This design comes from an exercise in tuning for small area on the open sky130 flow, not from production work. The RTL was checked by simulation tests, not by an equivalence proof against the original design. Power and IR drop assume default switching activity.

[flow/config.mk]
export PLATFORM = sky130hd
export DESIGN_NAME = MotionDetection
export DESIGN_NICKNAME = MotionDetection
export VERILOG_FILES = /design/flow/design.v
export SDC_FILE = /design/flow/constraint.sdc
export NUM_CORES = 8
export LEC_CHECK = 0
export CAP_MARGIN = 20
export CORE_AREA = 10 10 440 440
export DIE_AREA = 0 0 450 450
export SLEW_MARGIN = 20
[flow/run.sh]
#!/bin/bash
# synth_recipe.tcl (not shown) runs the flow's synth.tcl, then flattens the netlist and writes it again
# the make line also repeats each setting of config.mk as NAME=value (left out here)
make -C /OpenROAD-flow-scripts/flow DESIGN_CONFIG=/design/flow/config.mk WORK_HOME=/design/flow/orfs CLKGATE_MAP_FILE= SYNTH_SCRIPT=/design/flow/synth_recipe.tcl finish
[flow/constraint.sdc]
create_clock -name core_clock -period 10.0 [get_ports {clk}]
set_input_delay 2.0000 -clock core_clock [delete_from_list [all_inputs] [get_ports {clk}]]
set_output_delay 2.0000 -clock core_clock [all_outputs]
set_load 0.01 [all_outputs]
[flow/design.v]
module md_sad8(a, b, s, c, p);
  input [63:0] a;
  input [63:0] b;
  output [10:0] s;
  output [10:0] c;
  output [3:0] p;
  wire ns1 = a[0] ^ b[0];
  wire nc2 = a[0] & b[0];
  wire ns3 = a[1] ^ b[1] ^ nc2;
  wire nc4 = (a[1] & b[1]) | (a[1] & nc2) | (b[1] & nc2);
  wire ns5 = a[2] ^ b[2] ^ nc4;
  wire nc6 = (a[2] & b[2]) | (a[2] & nc4) | (b[2] & nc4);
  wire ns7 = a[3] ^ b[3] ^ nc6;
  wire nc8 = (a[3] & b[3]) | (a[3] & nc6) | (b[3] & nc6);
  wire ns9 = a[4] ^ b[4] ^ nc8;
  wire nc10 = (a[4] & b[4]) | (a[4] & nc8) | (b[4] & nc8);
  wire ns11 = a[5] ^ b[5] ^ nc10;
  wire nc12 = (a[5] & b[5]) | (a[5] & nc10) | (b[5] & nc10);
  wire ns13 = a[6] ^ b[6] ^ nc12;
  wire nc14 = (a[6] & b[6]) | (a[6] & nc12) | (b[6] & nc12);
  wire ns15 = a[7] ^ b[7] ^ nc14;
  wire nc16 = (a[7] & b[7]) | (a[7] & nc14) | (b[7] & nc14);
  wire nv17 = ns1 ^ ~nc16;
  wire nv18 = ns3 ^ ~nc16;
  wire nv19 = ns5 ^ ~nc16;
  wire nv20 = ns7 ^ ~nc16;
  wire nv21 = ns9 ^ ~nc16;
  wire nv22 = ns11 ^ ~nc16;
  wire nv23 = ns13 ^ ~nc16;
  wire nv24 = ns15 ^ ~nc16;
  wire ns25 = a[8] ^ b[8];
  wire nc26 = a[8] & b[8];
  wire ns27 = a[9] ^ b[9] ^ nc26;
  wire nc28 = (a[9] & b[9]) | (a[9] & nc26) | (b[9] & nc26);
  wire ns29 = a[10] ^ b[10] ^ nc28;
  wire nc30 = (a[10] & b[10]) | (a[10] & nc28) | (b[10] & nc28);
  wire ns31 = a[11] ^ b[11] ^ nc30;
  wire nc32 = (a[11] & b[11]) | (a[11] & nc30) | (b[11] & nc30);
  wire ns33 = a[12] ^ b[12] ^ nc32;
  wire nc34 = (a[12] & b[12]) | (a[12] & nc32) | (b[12] & nc32);
  wire ns35 = a[13] ^ b[13] ^ nc34;
  wire nc36 = (a[13] & b[13]) | (a[13] & nc34) | (b[13] & nc34);
  wire ns37 = a[14] ^ b[14] ^ nc36;
  wire nc38 = (a[14] & b[14]) | (a[14] & nc36) | (b[14] & nc36);
  wire ns39 = a[15] ^ b[15] ^ nc38;
  wire nc40 = (a[15] & b[15]) | (a[15] & nc38) | (b[15] & nc38);
  wire nv41 = ns25 ^ ~nc40;
  wire nv42 = ns27 ^ ~nc40;
  wire nv43 = ns29 ^ ~nc40;
  wire nv44 = ns31 ^ ~nc40;
  wire nv45 = ns33 ^ ~nc40;
  wire nv46 = ns35 ^ ~nc40;
  wire nv47 = ns37 ^ ~nc40;
  wire nv48 = ns39 ^ ~nc40;
  wire ns49 = a[16] ^ b[16];
  wire nc50 = a[16] & b[16];
  wire ns51 = a[17] ^ b[17] ^ nc50;
  wire nc52 = (a[17] & b[17]) | (a[17] & nc50) | (b[17] & nc50);
  wire ns53 = a[18] ^ b[18] ^ nc52;
  wire nc54 = (a[18] & b[18]) | (a[18] & nc52) | (b[18] & nc52);
  wire ns55 = a[19] ^ b[19] ^ nc54;
  wire nc56 = (a[19] & b[19]) | (a[19] & nc54) | (b[19] & nc54);
  wire ns57 = a[20] ^ b[20] ^ nc56;
  wire nc58 = (a[20] & b[20]) | (a[20] & nc56) | (b[20] & nc56);
  wire ns59 = a[21] ^ b[21] ^ nc58;
  wire nc60 = (a[21] & b[21]) | (a[21] & nc58) | (b[21] & nc58);
  wire ns61 = a[22] ^ b[22] ^ nc60;
  wire nc62 = (a[22] & b[22]) | (a[22] & nc60) | (b[22] & nc60);
  wire ns63 = a[23] ^ b[23] ^ nc62;
  wire nc64 = (a[23] & b[23]) | (a[23] & nc62) | (b[23] & nc62);
  wire nv65 = ns49 ^ ~nc64;
  wire nv66 = ns51 ^ ~nc64;
  wire nv67 = ns53 ^ ~nc64;
  wire nv68 = ns55 ^ ~nc64;
  wire nv69 = ns57 ^ ~nc64;
  wire nv70 = ns59 ^ ~nc64;
  wire nv71 = ns61 ^ ~nc64;
  wire nv72 = ns63 ^ ~nc64;
  wire ns73 = a[24] ^ b[24];
  wire nc74 = a[24] & b[24];
  wire ns75 = a[25] ^ b[25] ^ nc74;
  wire nc76 = (a[25] & b[25]) | (a[25] & nc74) | (b[25] & nc74);
  wire ns77 = a[26] ^ b[26] ^ nc76;
  wire nc78 = (a[26] & b[26]) | (a[26] & nc76) | (b[26] & nc76);
  wire ns79 = a[27] ^ b[27] ^ nc78;
  wire nc80 = (a[27] & b[27]) | (a[27] & nc78) | (b[27] & nc78);
  wire ns81 = a[28] ^ b[28] ^ nc80;
  wire nc82 = (a[28] & b[28]) | (a[28] & nc80) | (b[28] & nc80);
  wire ns83 = a[29] ^ b[29] ^ nc82;
  wire nc84 = (a[29] & b[29]) | (a[29] & nc82) | (b[29] & nc82);
  wire ns85 = a[30] ^ b[30] ^ nc84;
  wire nc86 = (a[30] & b[30]) | (a[30] & nc84) | (b[30] & nc84);
  wire ns87 = a[31] ^ b[31] ^ nc86;
  wire nc88 = (a[31] & b[31]) | (a[31] & nc86) | (b[31] & nc86);
  wire nv89 = ns73 ^ ~nc88;
  wire nv90 = ns75 ^ ~nc88;
  wire nv91 = ns77 ^ ~nc88;
  wire nv92 = ns79 ^ ~nc88;
  wire nv93 = ns81 ^ ~nc88;
  wire nv94 = ns83 ^ ~nc88;
  wire nv95 = ns85 ^ ~nc88;
  wire nv96 = ns87 ^ ~nc88;
  wire ns97 = a[32] ^ b[32];
  wire nc98 = a[32] & b[32];
  wire ns99 = a[33] ^ b[33] ^ nc98;
  wire nc100 = (a[33] & b[33]) | (a[33] & nc98) | (b[33] & nc98);
  wire ns101 = a[34] ^ b[34] ^ nc100;
  wire nc102 = (a[34] & b[34]) | (a[34] & nc100) | (b[34] & nc100);
  wire ns103 = a[35] ^ b[35] ^ nc102;
  wire nc104 = (a[35] & b[35]) | (a[35] & nc102) | (b[35] & nc102);
  wire ns105 = a[36] ^ b[36] ^ nc104;
  wire nc106 = (a[36] & b[36]) | (a[36] & nc104) | (b[36] & nc104);
  wire ns107 = a[37] ^ b[37] ^ nc106;
  wire nc108 = (a[37] & b[37]) | (a[37] & nc106) | (b[37] & nc106);
  wire ns109 = a[38] ^ b[38] ^ nc108;
  wire nc110 = (a[38] & b[38]) | (a[38] & nc108) | (b[38] & nc108);
  wire ns111 = a[39] ^ b[39] ^ nc110;
  wire nc112 = (a[39] & b[39]) | (a[39] & nc110) | (b[39] & nc110);
  wire nv113 = ns97 ^ ~nc112;
  wire nv114 = ns99 ^ ~nc112;
  wire nv115 = ns101 ^ ~nc112;
  wire nv116 = ns103 ^ ~nc112;
  wire nv117 = ns105 ^ ~nc112;
  wire nv118 = ns107 ^ ~nc112;
  wire nv119 = ns109 ^ ~nc112;
  wire nv120 = ns111 ^ ~nc112;
  wire ns121 = a[40] ^ b[40];
  wire nc122 = a[40] & b[40];
  wire ns123 = a[41] ^ b[41] ^ nc122;
  wire nc124 = (a[41] & b[41]) | (a[41] & nc122) | (b[41] & nc122);
  wire ns125 = a[42] ^ b[42] ^ nc124;
  wire nc126 = (a[42] & b[42]) | (a[42] & nc124) | (b[42] & nc124);
  wire ns127 = a[43] ^ b[43] ^ nc126;
  wire nc128 = (a[43] & b[43]) | (a[43] & nc126) | (b[43] & nc126);
  wire ns129 = a[44] ^ b[44] ^ nc128;
  wire nc130 = (a[44] & b[44]) | (a[44] & nc128) | (b[44] & nc128);
  wire ns131 = a[45] ^ b[45] ^ nc130;
  wire nc132 = (a[45] & b[45]) | (a[45] & nc130) | (b[45] & nc130);
  wire ns133 = a[46] ^ b[46] ^ nc132;
  wire nc134 = (a[46] & b[46]) | (a[46] & nc132) | (b[46] & nc132);
  wire ns135 = a[47] ^ b[47] ^ nc134;
  wire nc136 = (a[47] & b[47]) | (a[47] & nc134) | (b[47] & nc134);
  wire nv137 = ns121 ^ ~nc136;
  wire nv138 = ns123 ^ ~nc136;
  wire nv139 = ns125 ^ ~nc136;
  wire nv140 = ns127 ^ ~nc136;
  wire nv141 = ns129 ^ ~nc136;
  wire nv142 = ns131 ^ ~nc136;
  wire nv143 = ns133 ^ ~nc136;
  wire nv144 = ns135 ^ ~nc136;
  wire ns145 = a[48] ^ b[48];
  wire nc146 = a[48] & b[48];
  wire ns147 = a[49] ^ b[49] ^ nc146;
  wire nc148 = (a[49] & b[49]) | (a[49] & nc146) | (b[49] & nc146);
  wire ns149 = a[50] ^ b[50] ^ nc148;
  wire nc150 = (a[50] & b[50]) | (a[50] & nc148) | (b[50] & nc148);
  wire ns151 = a[51] ^ b[51] ^ nc150;
  wire nc152 = (a[51] & b[51]) | (a[51] & nc150) | (b[51] & nc150);
  wire ns153 = a[52] ^ b[52] ^ nc152;
  wire nc154 = (a[52] & b[52]) | (a[52] & nc152) | (b[52] & nc152);
  wire ns155 = a[53] ^ b[53] ^ nc154;
  wire nc156 = (a[53] & b[53]) | (a[53] & nc154) | (b[53] & nc154);
  wire ns157 = a[54] ^ b[54] ^ nc156;
  wire nc158 = (a[54] & b[54]) | (a[54] & nc156) | (b[54] & nc156);
  wire ns159 = a[55] ^ b[55] ^ nc158;
  wire nc160 = (a[55] & b[55]) | (a[55] & nc158) | (b[55] & nc158);
  wire nv161 = ns145 ^ ~nc160;
  wire nv162 = ns147 ^ ~nc160;
  wire nv163 = ns149 ^ ~nc160;
  wire nv164 = ns151 ^ ~nc160;
  wire nv165 = ns153 ^ ~nc160;
  wire nv166 = ns155 ^ ~nc160;
  wire nv167 = ns157 ^ ~nc160;
  wire nv168 = ns159 ^ ~nc160;
  wire ns169 = a[56] ^ b[56];
  wire nc170 = a[56] & b[56];
  wire ns171 = a[57] ^ b[57] ^ nc170;
  wire nc172 = (a[57] & b[57]) | (a[57] & nc170) | (b[57] & nc170);
  wire ns173 = a[58] ^ b[58] ^ nc172;
  wire nc174 = (a[58] & b[58]) | (a[58] & nc172) | (b[58] & nc172);
  wire ns175 = a[59] ^ b[59] ^ nc174;
  wire nc176 = (a[59] & b[59]) | (a[59] & nc174) | (b[59] & nc174);
  wire ns177 = a[60] ^ b[60] ^ nc176;
  wire nc178 = (a[60] & b[60]) | (a[60] & nc176) | (b[60] & nc176);
  wire ns179 = a[61] ^ b[61] ^ nc178;
  wire nc180 = (a[61] & b[61]) | (a[61] & nc178) | (b[61] & nc178);
  wire ns181 = a[62] ^ b[62] ^ nc180;
  wire nc182 = (a[62] & b[62]) | (a[62] & nc180) | (b[62] & nc180);
  wire ns183 = a[63] ^ b[63] ^ nc182;
  wire nc184 = (a[63] & b[63]) | (a[63] & nc182) | (b[63] & nc182);
  wire nv185 = ns169 ^ ~nc184;
  wire nv186 = ns171 ^ ~nc184;
  wire nv187 = ns173 ^ ~nc184;
  wire nv188 = ns175 ^ ~nc184;
  wire nv189 = ns177 ^ ~nc184;
  wire nv190 = ns179 ^ ~nc184;
  wire nv191 = ns181 ^ ~nc184;
  wire nv192 = ns183 ^ ~nc184;
  wire ns193 = nv113 ^ nv137 ^ nv161;
  wire nc194 = (nv113 & nv137) | (nv113 & nv161) | (nv137 & nv161);
  wire ns195 = nv17 ^ nv185 ^ nv41;
  wire nc196 = (nv17 & nv185) | (nv17 & nv41) | (nv185 & nv41);
  wire ns197 = nv114 ^ nv138 ^ nv162;
  wire nc198 = (nv114 & nv138) | (nv114 & nv162) | (nv138 & nv162);
  wire ns199 = nv18 ^ nv186 ^ nv42;
  wire nc200 = (nv18 & nv186) | (nv18 & nv42) | (nv186 & nv42);
  wire ns201 = nv115 ^ nv139 ^ nv163;
  wire nc202 = (nv115 & nv139) | (nv115 & nv163) | (nv139 & nv163);
  wire ns203 = nv187 ^ nv19 ^ nv43;
  wire nc204 = (nv187 & nv19) | (nv187 & nv43) | (nv19 & nv43);
  wire ns205 = nv116 ^ nv140 ^ nv164;
  wire nc206 = (nv116 & nv140) | (nv116 & nv164) | (nv140 & nv164);
  wire ns207 = nv188 ^ nv20 ^ nv44;
  wire nc208 = (nv188 & nv20) | (nv188 & nv44) | (nv20 & nv44);
  wire ns209 = nv117 ^ nv141 ^ nv165;
  wire nc210 = (nv117 & nv141) | (nv117 & nv165) | (nv141 & nv165);
  wire ns211 = nv189 ^ nv21 ^ nv45;
  wire nc212 = (nv189 & nv21) | (nv189 & nv45) | (nv21 & nv45);
  wire ns213 = nv118 ^ nv142 ^ nv166;
  wire nc214 = (nv118 & nv142) | (nv118 & nv166) | (nv142 & nv166);
  wire ns215 = nv190 ^ nv22 ^ nv46;
  wire nc216 = (nv190 & nv22) | (nv190 & nv46) | (nv22 & nv46);
  wire ns217 = nv119 ^ nv143 ^ nv167;
  wire nc218 = (nv119 & nv143) | (nv119 & nv167) | (nv143 & nv167);
  wire ns219 = nv191 ^ nv23 ^ nv47;
  wire nc220 = (nv191 & nv23) | (nv191 & nv47) | (nv23 & nv47);
  wire ns221 = nv120 ^ nv144 ^ nv168;
  wire nc222 = (nv120 & nv144) | (nv120 & nv168) | (nv144 & nv168);
  wire ns223 = nv192 ^ nv24 ^ nv48;
  wire nc224 = (nv192 & nv24) | (nv192 & nv48) | (nv24 & nv48);
  wire ns225 = nv65 ^ nv89 ^ ns193;
  wire nc226 = (nv65 & nv89) | (nv65 & ns193) | (nv89 & ns193);
  wire ns227 = nv66 ^ nv90 ^ nc194;
  wire nc228 = (nv66 & nv90) | (nv66 & nc194) | (nv90 & nc194);
  wire ns229 = nc196 ^ ns197 ^ ns199;
  wire nc230 = (nc196 & ns197) | (nc196 & ns199) | (ns197 & ns199);
  wire ns231 = nv67 ^ nv91 ^ nc198;
  wire nc232 = (nv67 & nv91) | (nv67 & nc198) | (nv91 & nc198);
  wire ns233 = nc200 ^ ns201 ^ ns203;
  wire nc234 = (nc200 & ns201) | (nc200 & ns203) | (ns201 & ns203);
  wire ns235 = nv68 ^ nv92 ^ nc202;
  wire nc236 = (nv68 & nv92) | (nv68 & nc202) | (nv92 & nc202);
  wire ns237 = nc204 ^ ns205 ^ ns207;
  wire nc238 = (nc204 & ns205) | (nc204 & ns207) | (ns205 & ns207);
  wire ns239 = nv69 ^ nv93 ^ nc206;
  wire nc240 = (nv69 & nv93) | (nv69 & nc206) | (nv93 & nc206);
  wire ns241 = nc208 ^ ns209 ^ ns211;
  wire nc242 = (nc208 & ns209) | (nc208 & ns211) | (ns209 & ns211);
  wire ns243 = nv70 ^ nv94 ^ nc210;
  wire nc244 = (nv70 & nv94) | (nv70 & nc210) | (nv94 & nc210);
  wire ns245 = nc212 ^ ns213 ^ ns215;
  wire nc246 = (nc212 & ns213) | (nc212 & ns215) | (ns213 & ns215);
  wire ns247 = nv71 ^ nv95 ^ nc214;
  wire nc248 = (nv71 & nv95) | (nv71 & nc214) | (nv95 & nc214);
  wire ns249 = nc216 ^ ns217 ^ ns219;
  wire nc250 = (nc216 & ns217) | (nc216 & ns219) | (ns217 & ns219);
  wire ns251 = nv72 ^ nv96 ^ nc218;
  wire nc252 = (nv72 & nv96) | (nv72 & nc218) | (nv96 & nc218);
  wire ns253 = nc220 ^ ns221 ^ ns223;
  wire nc254 = (nc220 & ns221) | (nc220 & ns223) | (ns221 & ns223);
  wire ns255 = nc226 ^ ns227 ^ ns229;
  wire nc256 = (nc226 & ns227) | (nc226 & ns229) | (ns227 & ns229);
  wire ns257 = nc228 ^ nc230 ^ ns231;
  wire nc258 = (nc228 & nc230) | (nc228 & ns231) | (nc230 & ns231);
  wire ns259 = nc232 ^ nc234 ^ ns235;
  wire nc260 = (nc232 & nc234) | (nc232 & ns235) | (nc234 & ns235);
  wire ns261 = nc236 ^ nc238 ^ ns239;
  wire nc262 = (nc236 & nc238) | (nc236 & ns239) | (nc238 & ns239);
  wire ns263 = nc240 ^ nc242 ^ ns243;
  wire nc264 = (nc240 & nc242) | (nc240 & ns243) | (nc242 & ns243);
  wire ns265 = nc244 ^ nc246 ^ ns247;
  wire nc266 = (nc244 & nc246) | (nc244 & ns247) | (nc246 & ns247);
  wire ns267 = nc248 ^ nc250 ^ ns251;
  wire nc268 = (nc248 & nc250) | (nc248 & ns251) | (nc250 & ns251);
  wire ns269 = nc222 ^ nc224 ^ nc252;
  wire nc270 = (nc222 & nc224) | (nc222 & nc252) | (nc224 & nc252);
  wire ns271 = ns233 ^ nc256 ^ ns257;
  wire nc272 = (ns233 & nc256) | (ns233 & ns257) | (nc256 & ns257);
  wire ns273 = ns237 ^ nc258 ^ ns259;
  wire nc274 = (ns237 & nc258) | (ns237 & ns259) | (nc258 & ns259);
  wire ns275 = ns241 ^ nc260 ^ ns261;
  wire nc276 = (ns241 & nc260) | (ns241 & ns261) | (nc260 & ns261);
  wire ns277 = ns245 ^ nc262 ^ ns263;
  wire nc278 = (ns245 & nc262) | (ns245 & ns263) | (nc262 & ns263);
  wire ns279 = ns249 ^ nc264 ^ ns265;
  wire nc280 = (ns249 & nc264) | (ns249 & ns265) | (nc264 & ns265);
  wire ns281 = ns253 ^ nc266 ^ ns267;
  wire nc282 = (ns253 & nc266) | (ns253 & ns267) | (nc266 & ns267);
  wire ns283 = nc254 ^ nc268 ^ ns269;
  wire nc284 = (nc254 & nc268) | (nc254 & ns269) | (nc268 & ns269);
  wire ns285 = nc112 ^ nc136 ^ nc16;
  wire nc286 = (nc112 & nc136) | (nc112 & nc16) | (nc136 & nc16);
  wire ns287 = nc160 ^ nc184 ^ nc40;
  wire nc288 = (nc160 & nc184) | (nc160 & nc40) | (nc184 & nc40);
  wire ns289 = nc64 ^ nc88;
  wire nc290 = nc64 & nc88;
  wire ns291 = ns289 ^ ns285 ^ ns287;
  wire nc292 = (ns289 & ns285) | (ns289 & ns287) | (ns285 & ns287);
  wire ns293 = nc290 ^ nc286 ^ nc288;
  wire nc294 = (nc290 & nc286) | (nc290 & nc288) | (nc286 & nc288);
  wire ns295 = nc292 ^ ns293;
  wire nc296 = nc292 & ns293;
  wire ns297 = nc294 ^ nc296;
  wire nc298 = nc294 & nc296;
  assign p = {nc298,ns297,ns295,ns291};
  assign s = {1'b0,nc284,nc282,nc280,nc278,nc276,nc274,nc272,ns271,ns255,ns195};
  assign c = {1'b0,nc270,ns283,ns281,ns279,ns277,ns275,ns273,1'b0,1'b0,ns225};
endmodule
module md_acc(a, x, z, p, y);
  input [15:0] a;
  input [10:0] x;
  input [10:0] z;
  input [3:0] p;
  output [15:0] y;
  wire ms1 = a[0] ^ p[0] ^ x[0];
  wire mc2 = (a[0] & p[0]) | (a[0] & x[0]) | (p[0] & x[0]);
  wire ms3 = a[1] ^ p[1] ^ x[1];
  wire mc4 = (a[1] & p[1]) | (a[1] & x[1]) | (p[1] & x[1]);
  wire ms5 = a[2] ^ p[2] ^ x[2];
  wire mc6 = (a[2] & p[2]) | (a[2] & x[2]) | (p[2] & x[2]);
  wire ms7 = a[3] ^ p[3] ^ x[3];
  wire mc8 = (a[3] & p[3]) | (a[3] & x[3]) | (p[3] & x[3]);
  wire ms9 = a[4] ^ x[4] ^ z[4];
  wire mc10 = (a[4] & x[4]) | (a[4] & z[4]) | (x[4] & z[4]);
  wire ms11 = a[5] ^ x[5] ^ z[5];
  wire mc12 = (a[5] & x[5]) | (a[5] & z[5]) | (x[5] & z[5]);
  wire ms13 = a[6] ^ x[6] ^ z[6];
  wire mc14 = (a[6] & x[6]) | (a[6] & z[6]) | (x[6] & z[6]);
  wire ms15 = a[7] ^ x[7] ^ z[7];
  wire mc16 = (a[7] & x[7]) | (a[7] & z[7]) | (x[7] & z[7]);
  wire ms17 = a[8] ^ x[8] ^ z[8];
  wire mc18 = (a[8] & x[8]) | (a[8] & z[8]) | (x[8] & z[8]);
  wire ms19 = a[9] ^ x[9] ^ z[9];
  wire mc20 = (a[9] & x[9]) | (a[9] & z[9]) | (x[9] & z[9]);
  wire ms21 = a[10] ^ x[10] ^ z[10];
  wire mc22 = (a[10] & x[10]) | (a[10] & z[10]) | (x[10] & z[10]);
  wire ms23 = z[1] ^ mc2 ^ ms3;
  wire mc24 = (z[1] & mc2) | (z[1] & ms3) | (mc2 & ms3);
  wire ms25 = z[2] ^ mc4 ^ ms5;
  wire mc26 = (z[2] & mc4) | (z[2] & ms5) | (mc4 & ms5);
  wire ms27 = z[3] ^ mc6 ^ ms7;
  wire mc28 = (z[3] & mc6) | (z[3] & ms7) | (mc6 & ms7);
  wire ms29 = mc8 ^ ms9 ^ mc28;
  wire mc30 = (mc8 & ms9) | (mc8 & mc28) | (ms9 & mc28);
  wire ms31 = mc10 ^ ms11 ^ mc30;
  wire mc32 = (mc10 & ms11) | (mc10 & mc30) | (ms11 & mc30);
  wire ms33 = mc12 ^ ms13 ^ mc32;
  wire mc34 = (mc12 & ms13) | (mc12 & mc32) | (ms13 & mc32);
  wire ms35 = mc14 ^ ms15 ^ mc34;
  wire mc36 = (mc14 & ms15) | (mc14 & mc34) | (ms15 & mc34);
  wire ms37 = mc16 ^ ms17 ^ mc36;
  wire mc38 = (mc16 & ms17) | (mc16 & mc36) | (ms17 & mc36);
  wire ms39 = mc18 ^ ms19 ^ mc38;
  wire mc40 = (mc18 & ms19) | (mc18 & mc38) | (ms19 & mc38);
  wire ms41 = mc20 ^ ms21 ^ mc40;
  wire mc42 = (mc20 & ms21) | (mc20 & mc40) | (ms21 & mc40);
  wire ms43 = a[11] ^ mc22 ^ mc42;
  wire mc44 = (a[11] & mc22) | (a[11] & mc42) | (mc22 & mc42);
  wire ms45 = z[0] ^ ms1;
  wire mc46 = z[0] & ms1;
  wire ms47 = ms23 ^ mc46;
  wire mc48 = ms23 & mc46;
  wire ms49 = mc24 ^ ms25 ^ mc48;
  wire mc50 = (mc24 & ms25) | (mc24 & mc48) | (ms25 & mc48);
  wire ms51 = mc26 ^ ms27 ^ mc50;
  wire mc52 = (mc26 & ms27) | (mc26 & mc50) | (ms27 & mc50);
  wire ms53 = ms29 ^ mc52;
  wire mc54 = ms29 & mc52;
  wire ms55 = ms31 ^ mc54;
  wire mc56 = ms31 & mc54;
  wire ms57 = ms33 ^ mc56;
  wire mc58 = ms33 & mc56;
  wire ms59 = ms35 ^ mc58;
  wire mc60 = ms35 & mc58;
  wire ms61 = ms37 ^ mc60;
  wire mc62 = ms37 & mc60;
  wire ms63 = ms39 ^ mc62;
  wire mc64 = ms39 & mc62;
  wire ms65 = ms41 ^ mc64;
  wire mc66 = ms41 & mc64;
  wire ms67 = ms43 ^ mc66;
  wire mc68 = ms43 & mc66;
  wire ms69 = mc44 ^ a[12] ^ mc68;
  wire mc70 = (mc44 & a[12]) | (mc44 & mc68) | (a[12] & mc68);
  wire ms71 = a[13] ^ mc70;
  wire mc72 = a[13] & mc70;
  wire ms73 = a[14] ^ mc72;
  wire mc74 = a[14] & mc72;
  wire ms75 = a[15] ^ mc74;
  wire mc76 = a[15] & mc74;
  assign y = {ms75,ms73,ms71,ms69,ms67,ms65,ms63,ms61,ms59,ms57,ms55,ms53,ms51,ms49,ms47,ms45};
endmodule
module MotionDetection(clk, ena, rst, din1, din2, dout, state, count,
                       sr_we, sr_addr, sr_wdata, sr_rdata,
                       cr_we, cr_addr, cr_wdata, cr_rdata);
input [31:0] din1, din2;
input clk, ena, rst;
input [3:0] state;
output [31:0] dout;
input [8:0] count;
output [11:0]  sr_we;
output [83:0]  sr_addr;
output [383:0] sr_wdata;
input  [383:0] sr_rdata;
output [3:0]   cr_we;
output [27:0]  cr_addr;
output [127:0] cr_wdata;
input  [127:0] cr_rdata;
reg        page;           
reg  [5:0] cx, cy;         
reg  [5:0] bestx, besty;
reg [15:0] bestsad;
reg [15:0] acc0, acc1, acc2;
reg [10:0] ps0, pc0, ps1, pc1, ps2, pc2;    
reg  [3:0] pp0, pp1, pp2;                   
reg  [5:0] mvx, mvy;
assign dout = {10'b0, mvx, 10'b0, mvy};
genvar t;
integer i;
wire ld_c  = (count >= 9'd48)  && (count < 9'd112);
wire ld_01 = (count >= 9'd160) && (count < 9'd224);
wire ld_11 = (count >= 9'd272) && (count < 9'd336);
wire ld_12 = (count >= 9'd384) && (count < 9'd448);
wire ld_21 = (count >= 9'd448);
wire [3:0] lr = count[5:2] + (ld_c ? 4'd4 : ld_01 ? 4'd8 : ld_11 ? 4'd12 : 4'd0);
wire [1:0] lk = count[1:0];
wire tx0 = ld_c  | ld_11 | ld_12;
wire tx1 = ld_01 | ld_11 | ld_21;
wire tx2 = ld_01 | ld_12 | ld_21;
wire [1:0] ty0 = ld_c  ? 2'd0 : ld_11 ? 2'd1 : 2'd2;
wire [1:0] ty1 = ld_01 ? 2'd0 : ld_11 ? 2'd1 : 2'd2;
wire [1:0] ty2 = ld_01 ? 2'd0 : ld_12 ? 2'd1 : 2'd2;
wire [31:0] wd2   = ld_12 ? din1 : din2;        
wire [31:0] bus01 = lk[1] ? din1 : din2;
wire [31:0] bus23 = lk[1] ? din2 : wd2;
wire [31:0] bus45 = lk[1] ? wd2  : din1;
reg  [5:0] lwe;
reg  [6:0] laddr [0:5];
always @* begin
  for (i = 0; i < 6; i = i + 1) begin
    lwe[i] = 1'b0;
    laddr[i] = 7'd0;
  end
  lwe[0] = (tx0 & lk == 2'd0) | (tx1 & lk == 2'd2);
  laddr[0] = lk[1] ? {1'b1, ty1, lr} : {1'b0, ty0, lr};
  lwe[1] = (tx0 & lk == 2'd1) | (tx1 & lk == 2'd3);
  laddr[1] = lk[1] ? {1'b1, ty1, lr} : {1'b0, ty0, lr};
  lwe[2] = (tx0 & lk == 2'd2) | (tx2 & lk == 2'd0);
  laddr[2] = lk[1] ? {1'b0, ty0, lr} : {1'b1, ty2, lr};
  lwe[3] = (tx0 & lk == 2'd3) | (tx2 & lk == 2'd1);
  laddr[3] = lk[1] ? {1'b0, ty0, lr} : {1'b1, ty2, lr};
  lwe[4] = (tx1 & lk == 2'd0) | (tx2 & lk == 2'd2);
  laddr[4] = lk[1] ? {1'b1, ty2, lr} : {1'b0, ty1, lr};
  lwe[5] = (tx1 & lk == 2'd1) | (tx2 & lk == 2'd3);
  laddr[5] = lk[1] ? {1'b1, ty2, lr} : {1'b0, ty1, lr};
end
wire [1:0] step = count[8:7];
wire [6:0] n = count[6:0];
wire st0 = (step == 2'd0), st1 = (step == 2'd1), st2 = (step == 2'd2), st3 = (step == 2'd3);
wire [5:0] s = {2'b0, st0, st1, st2, st3};
wire [5:0] xl = cx - s;
wire [5:0] xr = cx + s;
function [2:0] gsel;    
  input [6:0] v;
  gsel = {(v >= 7'd80) && (v < 7'd112), (v >= 7'd40) && (v < 7'd72), v < 7'd32};
endfunction
wire [2:0] ga = gsel(n);
wire       act = |ga;
wire [4:0] la = ga[2] ? n - 7'd80 : ga[1] ? n - 7'd40 : n;
wire [3:0] rr = la[4:1];
wire       rh = la[0];
wire [5:0] ry = cy + (ga[0] ? -s : ga[1] ? 6'd0 : s) + {2'b0, rr};
wire [5:0] xb = xl + {1'b0, rh, 3'b0};        
wire [3:0] q0 = xb[5:2];
wire       cv = xl[2];
generate
for (t = 0; t < 12; t = t + 1) begin : sr
  localparam M = t % 6;
  wire ldset = (t < 6) ? ~page : page;       
  assign sr_we[t] = ena & ldset & lwe[M];
  assign sr_addr[7*t+6:7*t] = ldset ? laddr[M] : {(q0 > M), ry};
  assign sr_wdata[32*t+31:32*t] = (M < 2) ? bus01 : (M < 4) ? bus23 : bus45;
end
for (t = 0; t < 4; t = t + 1) begin : cr
  localparam E = t % 2;
  wire ldset = (t < 2) ? ~page : page;
  assign cr_we[t] = ena & ldset & ld_c;
  assign cr_addr[7*t+6:7*t] = ldset ? {1'b0, lk[0] ^ E[0], lr, lk[1]} : {1'b0, cv, rr, rh};
  assign cr_wdata[32*t+31:32*t] = ~din1;
end
endgenerate
wire [31:0] wset [0:5];
wire [31:0] cset [0:1];
generate
for (t = 0; t < 6; t = t + 1) begin : ws
  assign wset[t] = page ? sr_rdata[32*t+31:32*t] : sr_rdata[32*(t+6)+31:32*(t+6)];
end
for (t = 0; t < 2; t = t + 1) begin : cs
  assign cset[t] = page ? cr_rdata[32*t+31:32*t] : cr_rdata[32*(t+2)+31:32*(t+2)];
end
endgenerate
function [7:0] wbyte; input [2:0] m; input [1:0] b;
  reg [31:0] w;
  begin w = wset[m]; wbyte = w[31-8*b -: 8]; end
endfunction
reg  [5:0] base0, base1, base2;    
reg  [1:0] st1r, dd;               
always @(posedge clk) begin
  base0 <= xl + {1'b0, rh, 3'b0};
  base1 <= cx + {1'b0, rh, 3'b0};
  base2 <= xr + {1'b0, rh, 3'b0};
  st1r <= step;
  dd <= xl[1:0];
end
wire sd0 = (st1r == 2'd0), sd1 = (st1r == 2'd1), sd2 = (st1r == 2'd2), sd3 = (st1r == 2'd3);
wire [3:0] rl = {sd3 & dd[1], sd3 & ~dd[1], sd2, sd0 | sd1};          
wire [2:0] rc = {sd1 | sd2 | (sd3 & dd[1]), sd3 & ~dd[1], sd0};        
wire [3:0] rq = {sd3 & dd[1], sd3 & ~dd[1], sd2, sd0 | sd1};          
wire [7:0] cl8 [0:7];
generate
for (t = 0; t < 8; t = t + 1) begin : cl
  wire [31:0] cw = cset[t/4];
  assign cl8[t] = cw[31-8*(t%4) -: 8];
end
endgenerate
wire [63:0] wa0, wa1, wa2, cb0, cb1, cb2;
generate
for (t = 0; t < 8; t = t + 1) begin : lane
  wire [2:0] k0 = base0[5:3] + (t < base0[2:0] ? 3'd1 : 3'd0);
  wire [2:0] k1 = base1[5:3] + (t < base1[2:0] ? 3'd1 : 3'd0);
  wire [2:0] k2 = base2[5:3] + (t < base2[2:0] ? 3'd1 : 3'd0);
  wire [2:0] o0 = {k0 == 3'd2 || k0 == 3'd5, k0 == 3'd1 || k0 == 3'd4, k0 == 3'd0 || k0 == 3'd3};
  wire [2:0] o1 = {k1 == 3'd2 || k1 == 3'd5, k1 == 3'd1 || k1 == 3'd4, k1 == 3'd0 || k1 == 3'd3};
  wire [2:0] o2 = {k2 == 3'd2 || k2 == 3'd5, k2 == 3'd1 || k2 == 3'd4, k2 == 3'd0 || k2 == 3'd3};
  localparam G = t / 4, B = t % 4;
  wire [7:0] wb0 = wset[G][31-8*B -: 8];
  wire [7:0] wb1 = wset[G+2][31-8*B -: 8];
  wire [7:0] wb2 = wset[G+4][31-8*B -: 8];
  assign wa0[8*t+7:8*t] = ({8{o0[0]}} & wb0) | ({8{o0[1]}} & wb1) | ({8{o0[2]}} & wb2);
  assign wa1[8*t+7:8*t] = ({8{o1[0]}} & wb0) | ({8{o1[1]}} & wb1) | ({8{o1[2]}} & wb2);
  assign wa2[8*t+7:8*t] = ({8{o2[0]}} & wb0) | ({8{o2[1]}} & wb1) | ({8{o2[2]}} & wb2);
  assign cb0[8*t+7:8*t] = ({8{rl[0]}} & cl8[t]) | ({8{rl[1]}} & cl8[(t+6)%8]) |
                          ({8{rl[2]}} & cl8[(t+7)%8]) | ({8{rl[3]}} & cl8[(t+5)%8]);
  assign cb1[8*t+7:8*t] = ({8{rc[0]}} & cl8[t]) | ({8{rc[1]}} & cl8[(t+6)%8]) |
                          ({8{rc[2]}} & cl8[(t+4)%8]);
  assign cb2[8*t+7:8*t] = ({8{rq[0]}} & cl8[t]) | ({8{rq[1]}} & cl8[(t+2)%8]) |
                          ({8{rq[2]}} & cl8[(t+5)%8]) | ({8{rq[3]}} & cl8[(t+3)%8]);
end
endgenerate
wire [10:0] s0, c0, s1, c1, s2, c2;
wire [3:0]  p0, p1, p2;
md_sad8 u0 (.a(wa0), .b(cb0), .s(s0), .c(c0), .p(p0));
md_sad8 u1 (.a(wa1), .b(cb1), .s(s1), .c(c1), .p(p1));
md_sad8 u2 (.a(wa2), .b(cb2), .s(s2), .c(c2), .p(p2));
always @(posedge clk) begin
  ps0 <= s0; pc0 <= c0; pp0 <= p0;
  ps1 <= s1; pc1 <= c1; pp1 <= p1;
  ps2 <= s2; pc2 <= c2; pp2 <= p2;
end
wire [6:0] n2 = count[6:0] - 7'd2;           
wire [2:0] g2 = gsel(n2);
wire       act2 = |g2;
wire       first2 = (n2 == 7'd0) || (n2 == 7'd40) || (n2 == 7'd80);
wire [15:0] a0, a1, a2;
md_acc v0 (.a(first2 ? 16'd0 : acc0), .x(ps0), .z(pc0), .p(pp0), .y(a0));
md_acc v1 (.a(first2 ? 16'd0 : acc1), .x(ps1), .z(pc1), .p(pp1), .y(a1));
md_acc v2 (.a(first2 ? 16'd0 : acc2), .x(ps2), .z(pc2), .p(pp2), .y(a2));
always @(posedge clk) begin
  if (ena & act2) begin
    acc0 <= a0;
    acc1 <= a1;
    acc2 <= a2;
  end
end
wire [6:0] nc = count[6:0] - 7'd34;
wire [2:0] gc = gsel(nc);
wire [6:0] lc = gc[2] ? nc - 7'd80 : gc[1] ? nc - 7'd40 : nc;
wire       cmp = (|gc) && (lc < 7'd3);
wire [1:0] cu = lc[1:0];
wire [15:0] cand = (cu == 2'd0) ? acc0 : (cu == 2'd1) ? acc1 : acc2;
wire [15:0] bref = (nc == 7'd0) ? 16'hffff : bestsad;
wire        lt = cand < bref;
wire [5:0]  cxu = (cu == 2'd0) ? xl : (cu == 2'd1) ? cx : xr;
wire [5:0]  cyg = cy + (gc[0] ? -s : gc[1] ? 6'd0 : s);
always @(posedge clk) begin
  if (ena) begin
    if (cmp & lt) begin
      bestsad <= cand;
      bestx <= cxu;
      besty <= cyg;
    end
    if (n == 7'd127) begin
      cx <= st3 ? 6'd16 : bestx;
      cy <= st3 ? 6'd16 : besty;
    end
    if (count == 9'd507) begin
      mvx <= bestx;
      mvy <= besty;
    end
  end
end
always @(posedge clk or negedge rst) begin
  if (~rst)
    page <= 1'b0;
  else if (ena && count == 9'd511)
    page <= ~page;
end
endmodule
==> summary.md, run 1 <==
| Metric | Value |
|---|---|
| Residual overflow from global routing | 0 |
| Final net count | 6,778 |
| Final setup vio count | 0 |
| Post-Syn Instances | 5,042 |
| CP max stage cell | fa_1 |
| Relative slew margins | 19.7% |
| Vias/cell | 4.88 |
| Cell area after layout | 53,000 µm² |
| Final Max Slew Viols | 0 |
| Chip height | 450 µm |
| Core Util, Final | 28.9% |
| Tot GR Track Use | 22.1% |
| Cell area after synthesis | 40,800 µm² |
| Top-level I/O count | 1,264 |
| Port Buffers | 1,235 |
| Final worst path period need | 9210 ps |
| Crit path max fanout | 8 |
| Hold Buf Count CTS | 0 |
| Cell Chain, Critical Path | clkdlybuf4s50_1 > mux2_2 > mux2_2 > nand2_1 > nand3_1 > ha_1 > fa_1 > fa_1 > fa_1 > fa_1 > fa_1 > fa_1 > fa_1 > buf_4 > xor2_1 > fa_1 > fa_1 > fa_1 > inv_1 > fa_1 |
| Library cells used by synthesis | 68 |
| F_max | 109 MHz |
| Number of flops mapped to enable cells by yosys | 100 |
| Sum of routed wire length over all layers | 239,000 µm |
| Vias in the first global route | 38,500 |
| Sequential area share after synthesis | 11.6% |
| Clk pin slew, worst setup/hold paths | 80 ps |
| Post-CTS Setup Inserts | 0 |
| First-pass GRT wire length | 318,000 µm |
| DIE WIDTH | 450 µm |
| Worst Setup End Kind | flip-flop |
| Critical path's largest stage delay | 540 ps |
| Most common cell after layout, fill and taps aside | clkdlybuf4s50_1 |
| Clock Path Buffers | 2 |
| Post-route ant nets | 0 |
| Leak | 0.0210 µW |
| Initial antenna violation count | 22 |
| Placed Area | 52,400 µm² |
| CTS H-tree depth | 4 |
| Setup TNS | 0 ps |
| Ratio of cells with drive above 1 in the final layout | 9.54% |
| Syn-to-layout area delta | 29.9% |
| Req. time, crit path | 10,410 ps |
| Most frequent cells in the layout | clkdlybuf4s50_1, nand2_1, nor2_1 |
| WL/cell | 29.5 µm |
| # rows | 157 |
| Post_cts resized | 0 |
| CTS tree | built |
| # DRC | 0 |
| Number of synthesized register bits | 186 |
| Worst-skew pair later-pin latency | 460 ps |
| Hold Crit Class | flip-flop to flip-flop |
| CTS sink cnt | 186 |
| Ys async rst share | 0.538% |
| CTS Root Cell | clkbuf_16 |
| Pwr Density | 301 nW/µm² |
| DR vias | 39,500 |
| Critical Path Source Type | input pin |
| CP Buf/Inv Count | 3 |
| Ys flop type | edfxtp_1 |
| Final setup margin | 788 ps |
| Initial core utilization | 22.2% |
| Synth warn | 2 |
| Skew final | 17.0 ps |
| Largest net degree at the start of global routing | 66 |
| Pre-CTS setup slack | 320 ps |
| Final hold vios | 0 |
| Core ar. | 183,000 µm² |
| Worst slew pin tran | 1200 ps |
| Worst vdd ir | 0.374 mV |
| CP dominant cell by count | fa_1 |
| RSZ-0062 raised after global routing | false |
| DRT iter0 DRCs | 3,848 |
| CP arrival | 9620 ps |
| Gpl congestion | 1.05 |
| Crit Path Class | input pin to flip-flop |
| Hold slack | 452 ps |
| Tcrit/Tclk final | 92.1% |
| Total CTS buffers | 17 |
| Crit-path leading delay family | adder cells |
| Avg Cell Area, Syn | 8.10 µm² |
| Max Cap Viol | 0 |
| Run status | timing/DRC/antenna clean |
| Detail Placement HPWL | 207,000 µm |
| Die area | 203,000 µm² |
| Drt first pass iters | 8 |
through the flow:
stage | std cells | power [µW]
after floorplan | 5065 | 9990
after global placement | 8061 | 14900
after detailed placement | 8061 | 15200
after CTS | 8093 | 16000
after global routing | 8095 | 17600
final | 8098 | 15900
logic make-up after synthesis:
group,share of synthesized area [%]
other,0.00919
adders and majority gates,24.6
xor gates and xnor gates,5.53
muxes,13.6
buffers and inverters,15.3
and+or+nand+nor,12.6
DFF,11.6
AOI/OAI and AO/OA,16.7
synthesized netlist by cell type (35+ instances only):
| cell type | number | area share, % |
|---|---|---|
| a211oi_1 | 180 | 3.3 |
| a21oi_1 | 374 | 4.6 |
| a22oi_1 | 42 | 0.77 |
| and2_1 | 53 | 0.81 |
| buf_1 | 60 | 0.55 |
| buf_2 | 51 | 0.63 |
| buf_4 | 472 | 8.7 |
| clkbuf_1 | 228 | 2.1 |
| dfxtp_1 | 85 | 4.2 |
| edfxtp_1 | 100 | 7.4 |
| fa_1 | 389 | 19 |
| ha_1 | 181 | 5.5 |
| inv_1 | 352 | 3.2 |
| mux2_2 | 352 | 9.7 |
| mux2i_1 | 159 | 3.9 |
| nand2_1 | 559 | 5.1 |
| nand2b_1 | 35 | 0.54 |
| nand3_1 | 125 | 1.5 |
| nor2_1 | 390 | 3.6 |
| o21ai_0 | 244 | 3.0 |
| o22ai_1 | 176 | 2.7 |
| xnor2_1 | 129 | 2.8 |
| xor2_1 | 123 | 2.6 |
routing by layer:
| metal | track usage (%) | part of all wire (%) | up-vias |
|---|---|---|---|
| met5 | 0 | 0.031 | - |
| met4 | 12.6 | 6.7 | 12 |
| met3 | 3.42 | 6.1 | 350 |
| met2 | 40.4 | 51 | 2043 |
| met1 | 24.1 | 36 | 19200 |
| li1 | - | - | 17900 |
path summary, 6_finish.rpt:
path	slack [ps]	to	cells past startpoint	startpoint
hold reg to reg	450	mvy[0]$_DFFE_PP_	0	besty[0]$_DFFE_PP_
max in group asynchronous	8210	page$_DFFE_PN0P_	1	rst
setup / recovery	790	ps0[2]$_DFF_P_	20	cr_rdata[48]
setup reg to reg	820	pc1[4]$_DFF_P_	19	base1[1]$_DFF_P_
hold / removal	450	mvy[0]$_DFFE_PP_	0	besty[0]$_DFFE_PP_
min in group asynchronous	1680	page$_DFFE_PN0P_	1	rst
area by class of cell:
cell class                      count  area, µm²
Fill cell                       19700     130000
Multi-Input combinational cell   3710      30000
Timing Repair Buffer             1348      13200
Sequential cell                   186       4740
Tap cell                         2464       3080
Inverter                          353       1330
Clock buffer                       18        450
Clock inverter                     14        168
Antenna cell                        5       12.5
worst register-to-register path: stages, from the launching register on:
cell and delay, ps:
dfxtp_1 1100, and3_1 380, ha_1 180, ha_1 740, nand2b_1 410, o22ai_1 280
ha_1 320, fa_1 390, fa_1 470, fa_1 440, fa_1 420, fa_1 410
fa_1 390, fa_1 650, xor2_1 310, fa_1 590, fa_1 480, fa_1 510
inv_1 70, fa_1 490
power breakdown:
group | total [µW] | switching [µW] | internal [µW]
clock network | 706 | 352 | 354
logic | 13500 | 7990 | 5480
registers | 1770 | 196 | 1570
total | 15900 | 8540 | 7400
registers in the layout (all words and copies together) (netlist names), 8 cells and up:
signal   flops
ps1         10
acc1        16
ps0         10
acc0        16
pc1          8
acc2        16
ps2         10
bestsad     16
pc0          8
pc2          8
==> inputs of run 2 (changes only) <==
==> flow/flow/run.sh (new file) <==
#!/bin/bash
# Standard layout (the standard.sh), with the port buffers that ORFS's
# buffer_ports inserts on every input and output made sky130_fd_sc_hd__buf_1.
set -euo pipefail
bash standard.sh BUFFER_PORTS_ARGS="-buffer_cell sky130_fd_sc_hd__buf_1" finish > orfs_make.log 2>&1
==> flow/standard.sh (new file) <==
#!/bin/bash
# synth_recipe.tcl (not shown) runs the flow's synth.tcl, then flattens the netlist and writes it again
# the make line also repeats each setting of config.mk as NAME=value (left out here)
make -C /OpenROAD-flow-scripts/flow DESIGN_CONFIG=/design/flow/config.mk WORK_HOME=/design/flow/orfs CLKGATE_MAP_FILE= SYNTH_SCRIPT=/design/flow/synth_recipe.tcl "${@:-finish}"
removed: flow/run.sh
==> run 2 against run 1 <==
Compared with the run above: sequential cell count stayed put; power is 2.0% lower; combinational power hardly changed; critical path depth up 9; final cell count about the same; via count about the same; clock skew up 1.8 ps; synthesized cell count is the same; non-clock buffer count shrank 7; critical endpoint is now acc1[15]$_DFFE_PP_; utilization shrank 4.3 points; largest cell class unchanged; critical path type unchanged.
==> summary.md, run 2 <==
| Metric | Value |
|---|---|
| Port Buffers | 1,235 (unchanged) |
| DIE WIDTH | 450 µm (unchanged) |
| Final cell count without fillers | 8,094 (-0.049%) |
| CTS sink cnt | 186 (unchanged) |
| Clock Path Buffers | 2 (unchanged) |
| Cell area after synthesis | 40,800 µm² (unchanged) |
| Worst-skew pair later-pin latency | 460 ps (about the same) |
| Top-level I/O count | 1,264 (unchanged) |
| Detail Placement HPWL | 207,000 µm (-0.13%) |
| Ys async rst share | 0.538% (unchanged) |
| F_max | 110 MHz (+1.1%) |
| Drt first pass iters | 8 (unchanged) |
| # DRC | 0 (unchanged) |
| Most common cell after layout, fill and taps aside | buf_1 |
| Max Cap Viol | 0 (unchanged) |
| CTS H-tree depth | 4 (unchanged) |
| Skew final | 18.8 ps (+1.83 ps) |
| Post-CTS Setup Inserts | 0 (unchanged) |
| Crit Path Class | input pin to flip-flop |
| Req. time, crit path | 10,190 ps (-220 ps) |
| Top-count cell post-synth | nand2_1 |
| Setup TNS | 0 ps (unchanged) |
| Number of synthesized register bits | 186 (unchanged) |
| Yosys top cell area share | 19.1% (unchanged) |
| Synth warn | 2 (unchanged) |
| Leak | 0.0176 µW (-16%) |
| FILL cells | 20,100 (+1.7%) |
| Vias/cell | 4.88 (about the same) |
| Hold Buf Count CTS | 0 (unchanged) |
| Syn-to-layout area delta | 10.7% |
| Chip height | 450 µm (unchanged) |
| Initial core utilization | 22.2% (unchanged) |
| Worst Setup End Kind | flip-flop |
| Run status | timing/DRC/antenna clean |
| Tot GR Track Use | 22.1% (about the same) |
| Core ar. | 183,000 µm² (unchanged) |
| Sum of routed wire length over all layers | 238,000 µm (-0.25%) |
| Gpl congestion | 1.06 (+1.4%) |
| Sequential area share after synthesis | 11.6% (unchanged) |
| CTS Root Cell | clkbuf_16 |
| Die area | 203,000 µm² (unchanged) |
| Number of flops mapped to enable cells by yosys | 100 (unchanged) |
| Cells after DPL | 8,054 (-0.087%) |
| Tcrit/Tclk final | 91.2% (-0.97 points) |
| Final setup vio count | 0 (unchanged) |
| Clk pin slew, worst setup/hold paths | 70 ps (about the same) |
| Hold Crit Class | flip-flop to flip-flop |
| # rows | 157 (unchanged) |
| Area leader, netlist | fa_1 |
| CP arrival | 9300 ps (-320 ps) |
| Commonest cells post-synth | nand2_1, buf_4, nor2_1 |
| WL/cell | 29.4 µm (-0.20%) |
| Post-Syn Instances | 5,042 (unchanged) |
| Initial antenna violation count | 25 (+14%) |
| Post_cts resized | 0 (unchanged) |
| Pwr Density | 345 nW/µm² (+15%) |
| Final Max Slew Viols | 0 (unchanged) |
| Most frequent cells in the layout | buf_1, nand2_1, nor2_1 |
| Largest net degree at the start of global routing | 63 (-4.5%) |
| Ratio of cells with drive above 1 in the final layout | 9.46% (-0.077 points) |
| Total CTS buffers | 17 (unchanged) |
| CTS tree | built |
| Avg Cell Area, Syn | 8.10 µm² (unchanged) |
| Worst vdd ir | 0.408 mV (+8.9%) |
| DRT iter0 DRCs | 3,811 (-0.96%) |
| Post-route ant nets | 0 (unchanged) |
| Crit path max fanout | 21 (+13) |
| Library cells used by synthesis | 68 (unchanged) |
| Critical path's largest stage delay | 530 ps (about the same) |
| Final worst path period need | 9120 ps (-97.4 ps) |
| Relative slew margins | 24.1% (+4.4 points) |
| DR vias | 39,500 (-0.038%) |
| Residual overflow from global routing | 0 (unchanged) |
| Ys flop type | edfxtp_1 |
| Vias in the first global route | 39,000 (+1.3%) |
| CP max stage cell | a21oi_4 |
| Depth of the worst register-to-register path | 19 (unchanged) |
| Critical Path Source Type | input pin |
| First-pass GRT wire length | 319,000 µm (about the same) |
| Final hold vios | 0 (unchanged) |
| Worst slew pin tran | 1140 ps (-65.7 ps) |
| Hold Path Stages | 0 (unchanged) |
| RSZ-0062 raised after global routing | false |
| Final net count | 6,771 (-0.10%) |
| CP dominant cell by count | fa_1 |
| Ranking of synthesized cells by area | fa_1, mux2_2, buf_4 |
==> run 2: cell types whose count changed in the layout (fill, tap and decap cells not counted), sizes merged <==
cell / before / now
clkdlybuf4s50: 1233 / 0
buf: 115 / 1338
clkbuf: 18 / 21
diode: 5 / 8
clkinv: 7 / 5
clkinvlp: 0 / 2
==> run 2: cells by family after synthesis <==
group / Yosys count / synth area share, %
compound gates: 1127 / 16.7
other cells: 1 / 0.00919
simple gates: 1222 / 12.6
flops: 186 / 11.6
fa+ha+maj: 570 / 24.6
mux: 512 / 13.6
buf+inv: 1169 / 15.3
xor+xnor: 255 / 5.53
==> run 2: final timing paths <==
check / from / endpoint / slack (ps)
setup / recovery: count[2] / acc1[15]$_DFFE_PP_ / 880
hold / removal: bestx[4]$_DFFE_PP_ / mvx[4]$_DFFE_PP_ / 450
setup reg to reg: base2[1]$_DFF_P_ / pc2[5]$_DFF_P_ / 980
hold reg to reg: bestx[4]$_DFFE_PP_ / mvx[4]$_DFFE_PP_ / 450
max in group asynchronous: rst / page$_DFFE_PN0P_ / 8600
min in group asynchronous: rst / page$_DFFE_PN0P_ / 1290
==> run 2: cell type report <==
type | count | area (µm²) | share of cell area, %
antenna | 8 | 20.0 | 0.0443
sequential | 186 | 4740 | 10.5
timing repair buffer | 1341 | 5490 | 12.1
clock buffer | 18 | 430 | 0.952
multi-input combinational | 3710 | 30000 | 66.3
clock inverter | 14 | 129 | 0.285
inverter | 353 | 1330 | 2.93
tap | 2464 | 3080 | 6.82
==> run 2: worst max-delay path: cells and delay by family <==
kind	cells	cell delay, ps
AO/OA/AOI/OAI	1	530
adder cells (fa/ha/maj)	15	4410
multiplexers	1	310
buffers and inverters	8	1130
AND/OR/NAND/NOR	2	210
XOR/XNOR	2	670
==> run 2: report_power, final <==
part / leakage, µW / internal, µW / total, µW / switching [µW]
combinational: 0.0157 / 5110 / 13200 / 8090
clock: 0.000275 / 330 / 661 / 332
sequential: 0.00165 / 1570 / 1750 / 181
total: 0.0176 / 7010 / 15600 / 8610
==> run 2: per-layer routing <==
metal	global-route usage (%)	vias to the layer above	routed length (µm)
li1	-	17900	-
met1	24.2	19300	86200
met2	40.4	2022	122000
met3	3.74	308	15400
met4	11.6	16	14600
met5	0	-	91
==> run 2: metrics by stage <==
stage / area [µm²] / util (%) / power, µW / hold WS, ps / setup slack, ps
4_1_cts: 45200 / 24.6 / 15600 / 448 / 905
3_3_place_gp: 44600 / 24.3 / 14700 / 427 / 482
5_1_grt: 45200 / 24.6 / 17200 / 456 / 587
3_5_place_dp: 44600 / 24.3 / 14900 / 427 / 445
2_1_floorplan: 40900 / - / 9990 / 399 / 1190
6_report: 45200 / 24.6 / 15600 / 446 / 885
==> inputs of run 3 (changes only) <==
--- a/flow/design.v
+++ b/flow/design.v
@@ -524,14 +524,19 @@
 end
 endgenerate
 wire [63:0] wa0, wa1, wa2, cb0, cb1, cb2;
+function [2:0] mod3oh; input [2:0] v;
+  mod3oh = {v == 3'd2 || v == 3'd5, v == 3'd1 || v == 3'd4, v == 3'd0 || v == 3'd3};
+endfunction
+function [7:0] therm; input [2:0] v;    
+  therm = ~(8'hff << v);
+endfunction
+wire [2:0] bk0 = mod3oh(base0[5:3]), bk1 = mod3oh(base1[5:3]), bk2 = mod3oh(base2[5:3]);
+wire [7:0] th0 = therm(base0[2:0]), th1 = therm(base1[2:0]), th2 = therm(base2[2:0]);
 generate
 for (t = 0; t < 8; t = t + 1) begin : lane
-  wire [2:0] k0 = base0[5:3] + (t < base0[2:0] ? 3'd1 : 3'd0);
-  wire [2:0] k1 = base1[5:3] + (t < base1[2:0] ? 3'd1 : 3'd0);
-  wire [2:0] k2 = base2[5:3] + (t < base2[2:0] ? 3'd1 : 3'd0);
-  wire [2:0] o0 = {k0 == 3'd2 || k0 == 3'd5, k0 == 3'd1 || k0 == 3'd4, k0 == 3'd0 || k0 == 3'd3};
-  wire [2:0] o1 = {k1 == 3'd2 || k1 == 3'd5, k1 == 3'd1 || k1 == 3'd4, k1 == 3'd0 || k1 == 3'd3};
-  wire [2:0] o2 = {k2 == 3'd2 || k2 == 3'd5, k2 == 3'd1 || k2 == 3'd4, k2 == 3'd0 || k2 == 3'd3};
+  wire [2:0] o0 = th0[t] ? {bk0[1:0], bk0[2]} : bk0;
+  wire [2:0] o1 = th1[t] ? {bk1[1:0], bk1[2]} : bk1;
+  wire [2:0] o2 = th2[t] ? {bk2[1:0], bk2[2]} : bk2;
   localparam G = t / 4, B = t % 4;
   wire [7:0] wb0 = wset[G][31-8*B -: 8];
   wire [7:0] wb1 = wset[G+2][31-8*B -: 8];
--- a/flow/config.mk
+++ b/flow/config.mk
@@ -5,7 +5,9 @@
 export SDC_FILE = /design/flow/constraint.sdc
 export NUM_CORES = 8
 export LEC_CHECK = 0
+export ABC_AREA = 1
 export CAP_MARGIN = 20
 export CORE_AREA = 10 10 440 440
 export DIE_AREA = 0 0 450 450
+export GPL_TIMING_DRIVEN = 0
 export SLEW_MARGIN = 20
==> run 3 against run 2 <==
Compared with the run above: still clean; critical path depth is 8 lower; setup slack worse by 750 ps; global-route usage rose by 3.7 points; worst hold slack improved by 3.1 ps; clock skew shrank 5.3 ps; largest power group unchanged.
==> summary.md, run 3 <==
| Metric | Value |
|---|---|
| Library cells used by synthesis | 49 (-28%) |
| Final worst path period need | 9870 ps (+753 ps) |
| Req. time, crit path | 10,400 ps (+210 ps) |
| Post-route ant nets | 0 (unchanged) |
| Residual overflow from global routing | 0 (unchanged) |
| Cell area after synthesis | 35,100 µm² (-14%) |
| Ratio of cells with drive above 1 in the final layout | 11.2% (+1.8 points) |
| Worst vdd ir | 0.525 mV (+29%) |
| Run status | timing/DRC/antenna clean |
| Max Cap Viol | 0 (unchanged) |
| Sum of routed wire length over all layers | 275,000 µm (+16%) |
| Final setup vio count | 0 (unchanged) |
| CTS sink cnt | 186 (unchanged) |
| CTS Root Cell | clkbuf_16 |
| Syn-to-layout area delta | 27.2% |
| CTS H-tree depth | 4 (unchanged) |
| Synth warn | 2 (unchanged) |
| Detail Placement HPWL | 248,000 µm (+20%) |
| Worst slew pin tran | 1250 ps (+115 ps) |
| Clk pin slew, worst setup/hold paths | 80 ps (about the same) |
| Multi-input gate area | 24,300 µm² (-19%) |
| Initial core utilization | 19.1% (-3.1 points) |
| Area leader, netlist | fa_1 |
| Hold Buf Count CTS | 0 (unchanged) |
| Initial antenna violation count | 16 (-36%) |
| Core ar. | 183,000 µm² (unchanged) |
| Yosys top cell area share | 22.2% (+3.1 points) |
| Worst Setup End Kind | flip-flop |
| Top-count cell post-synth | nand2_1 |
| Chip height | 450 µm (unchanged) |
| Most common cell after layout, fill and taps aside | nand2_1 |
| Cell Chain, Critical Path | buf_1 > or2_2 > o21ai_1 > inv_1 > nand2_1 > nand4_1 > fa_1 > fa_1 > fa_1 > fa_1 > fa_1 > fa_1 > fa_1 > clkbuf_1 > xnor2_1 > fa_1 > inv_1 > fa_1 > fa_1 > inv_1 > fa_1 |
| Worst-skew pair later-pin latency | 460 ps (about the same) |
| Post-Syn Instances | 5,114 (+1.4%) |
| Final cell count without fillers | 8,940 (+10%) |
| Largest net degree at the start of global routing | 23 (-63%) |
| Final hold vios | 0 (unchanged) |
| Critical Path Source Type | input pin |
| Ys flop type | edfxtp_1 |
| Gpl congestion | 1.03 (-2.8%) |
| Leak | 0.0211 µW (+20%) |
| Drt first pass iters | 8 (unchanged) |
| Reg area | 4730 µm² (-0.26%) |
| Final net count | 7,575 (+12%) |
| RSZ-0062 raised after global routing | true |
| Crit Path Class | input pin to flip-flop |
| # DRC | 0 (unchanged) |
| Vias in the first global route | 39,800 (+1.9%) |
| Top-level I/O count | 1,264 (unchanged) |
| Final setup margin | 132 ps (-753 ps) |
| Ranking of synthesized cells by area | fa_1, nand2_1, buf_4 |
| Crit-path leading delay family | adder cells |
| Hold Path Stages | 0 (unchanged) |
| Critical path's largest stage delay | 680 ps (+150 ps) |
| Final Max Slew Viols | 0 (unchanged) |
| Pre-CTS setup slack | -823 ps (-1270 ps) |
| First-pass GRT wire length | 358,000 µm (+12%) |
| Most frequent cells in the layout | nand2_1, buf_1, inv_1 |
| CP max stage cell | fa_1 |
| Port Buffers | 1,234 (-0.081%) |
| Tcrit/Tclk final | 98.7% (+7.5 points) |
| Ys async rst share | 0.538% (unchanged) |
| Avg Cell Area, Syn | 6.86 µm² (-15%) |
| Depth of the worst register-to-register path | 23 (+4) |
| Number of flops mapped to enable cells by yosys | 100 (unchanged) |
| Sequential area share after synthesis | 13.5% (+1.9 points) |
| Skew final | 13.5 ps (-5.33 ps) |
| DRT iter0 DRCs | 3,780 (-0.81%) |
| Clock Path Buffers | 2 (unchanged) |
| Vias/cell | 4.48 (-8.1%) |
| Die area | 203,000 µm² (unchanged) |
| Pwr Density | 322 nW/µm² (-6.7%) |
| DR vias | 40,100 (+1.5%) |
| Hold Crit Class | flip-flop to flip-flop |
| FILL cells | 20,800 (+3.7%) |
| # rows | 157 (unchanged) |
| Worst path depth | 21 (-28%) |
| CP Buf/Inv Count | 5 (-3) |
| Total CTS buffers | 17 (unchanged) |
| DIE WIDTH | 450 µm (unchanged) |
| Cells after DPL | 8,903 (+11%) |
| Relative slew margins | 15.7% (-8.4 points) |
| CP dominant cell by count | fa_1 |
| CTS tree | built |
| CP arrival | 10,270 ps (+970 ps) |
| Crit path max fanout | 8 (-62%) |
| Commonest cells post-synth | nand2_1, inv_1, buf_4 |
| F_max | 101 MHz (-7.6%) |
| Number of synthesized register bits | 186 (unchanged) |
| WL/cell | 30.8 µm (+4.7%) |
| Tot GR Track Use | 25.8% (+3.7 points) |
==> run 3: repair_timing <==
| action | 4_1_cts | 5_1_grt |
|---|---|---|
| endpoints found under the setup margin | 8 | 24 |
| setup buffers | 0 | 0 |
| resized for setup | 2 | 3 |
==> run 3: worst paths after layout <==
| kind | from | endpoint | slack (ps) |
|---|---|---|---|
| setup reg to reg | st1r[0]$_DFF_P_ | pc0[5]$_DFF_P_ | 210 |
| setup / recovery | cr_rdata[1] | pc0[5]$_DFF_P_ | 130 |
| hold reg to reg | bestx[4]$_DFFE_PP_ | mvx[4]$_DFFE_PP_ | 450 |
| max in group asynchronous | rst | page$_DFFE_PN0P_ | 8570 |
| min in group asynchronous | rst | page$_DFFE_PN0P_ | 1310 |
| hold / removal | bestx[4]$_DFFE_PP_ | mvx[4]$_DFFE_PP_ | 450 |
==> run 3: cell families after synthesis <==
logic type | Yosys count | synth area share [%]
flip-flops | 186 | 13.5
other | 1 | 0.0107
adder cells (fa/ha/maj) | 526 | 27.1
AO/OA/AOI/OAI | 368 | 5.85
AND/OR/NAND/NOR | 2576 | 29.4
XOR/XNOR | 215 | 5.42
multiplexers | 13 | 0.371
buffers and inverters | 1229 | 18.4
==> run 3: final cells by class <==
type / instances / share of cell area, %
inverters: 575 / 4.84
well taps: 2464 / 6.91
clock inverters: 14 / 0.334
diodes: 6 / 0.0336
flip-flops and latches: 186 / 10.6
repair buffers: 1302 / 12.3
multi-input cells: 3722 / 54.4
clock buffers: 18 / 0.961
plain buffers: 653 / 9.67
==> run 3: layer usage <==
| metal | routed length (µm) | part of all wire, % | vias up | global-route usage, % |
|---|---|---|---|---|
| met4 | 20700 | 7.5 | 8 | 15.7 |
| met2 | 141000 | 51 | 2042 | 47.5 |
| met3 | 14200 | 5.2 | 401 | 3.18 |
| met5 | 56 | 0.020 | - | 0 |
| li1 | - | - | 18000 | - |
| met1 | 98800 | 36 | 19600 | 27.9 |
==> run 3: report_power, final <==
group,switching [µW],total (µW),internal (µW)
registers,144,1670,1520
logic,7490,12100,4560
clock network,334,668,334
==> run 3: per-stage QoR <==
step                setup TNS, ps  hold slack [ps]  power, µW  instance area, µm²  util [%]
floorplan                       0              376       8500               35200         -
global placement           -76680              420      13300               42900      23.4
detailed placement         -10040              433      13600               44000      24.0
CTS                             0              445      14300               44600      24.3
global route                -58.9              458      15900               44600      24.3
finish                          0              449      14400               44600      24.3
==> run 3: worst reg2reg max path: stages (launching register included) <==
cell      delay, ps
dfxtp_1         660
inv_1           150
ha_1            240
or2_2           290
clkbuf_1        350
clkbuf_1        600
nand2_1         290
nand3_1         320
ha_1            360
fa_1            460
fa_1            460
fa_1            460
fa_1            570
fa_1            560
fa_1            490
fa_1            520
clkbuf_1        340
xnor2_1         260
fa_1            680
inv_1           120
fa_1            440
fa_1            540
inv_1            60
fa_1            520

[afterwards: timing with drivers on the ports]
Ports are ideal in the flow. The routed layouts listed here were re-timed in OpenROAD.
Step 1 (the two cells are an assumption about what drives the block):
set clk [get_ports {clk}]
set_driving_cell -lib_cell sky130_fd_sc_hd__clkbuf_16 $clk
set_driving_cell -lib_cell sky130_fd_sc_hd__buf_2 [delete_from_list [all_inputs] $clk]
Step 2 moves the port delays by t, midway between the first and last clock arrival at a register: inputs arrive t later, outputs are due t later. That takes back most of the time a late clock gives input paths.
Slacks: ideal / step 1 / step 2; pairs: ideal / step 1.
| run | shift t [ns] | setup WS [ns] | hold slack, ns |
|---|---|---|---|
| run 1 | 0.518 | 0.788 / 0.815 / 0.306 | 0.452 / 0.452 / 0.452 |
| run 2 | 0.520 | 0.885 / 0.921 / 0.401 | 0.446 / 0.446 / 0.446 |
| run 3 | 0.516 | 0.132 / 0.161 / -0.355 | 0.449 / 0.449 / 0.449 |
With both steps, setup timing fails in run 3, where it was met with ideal ports. The setup slack of run 3, which loses most, moves by +0.029 ns with the drivers and by -0.487 ns with both steps.
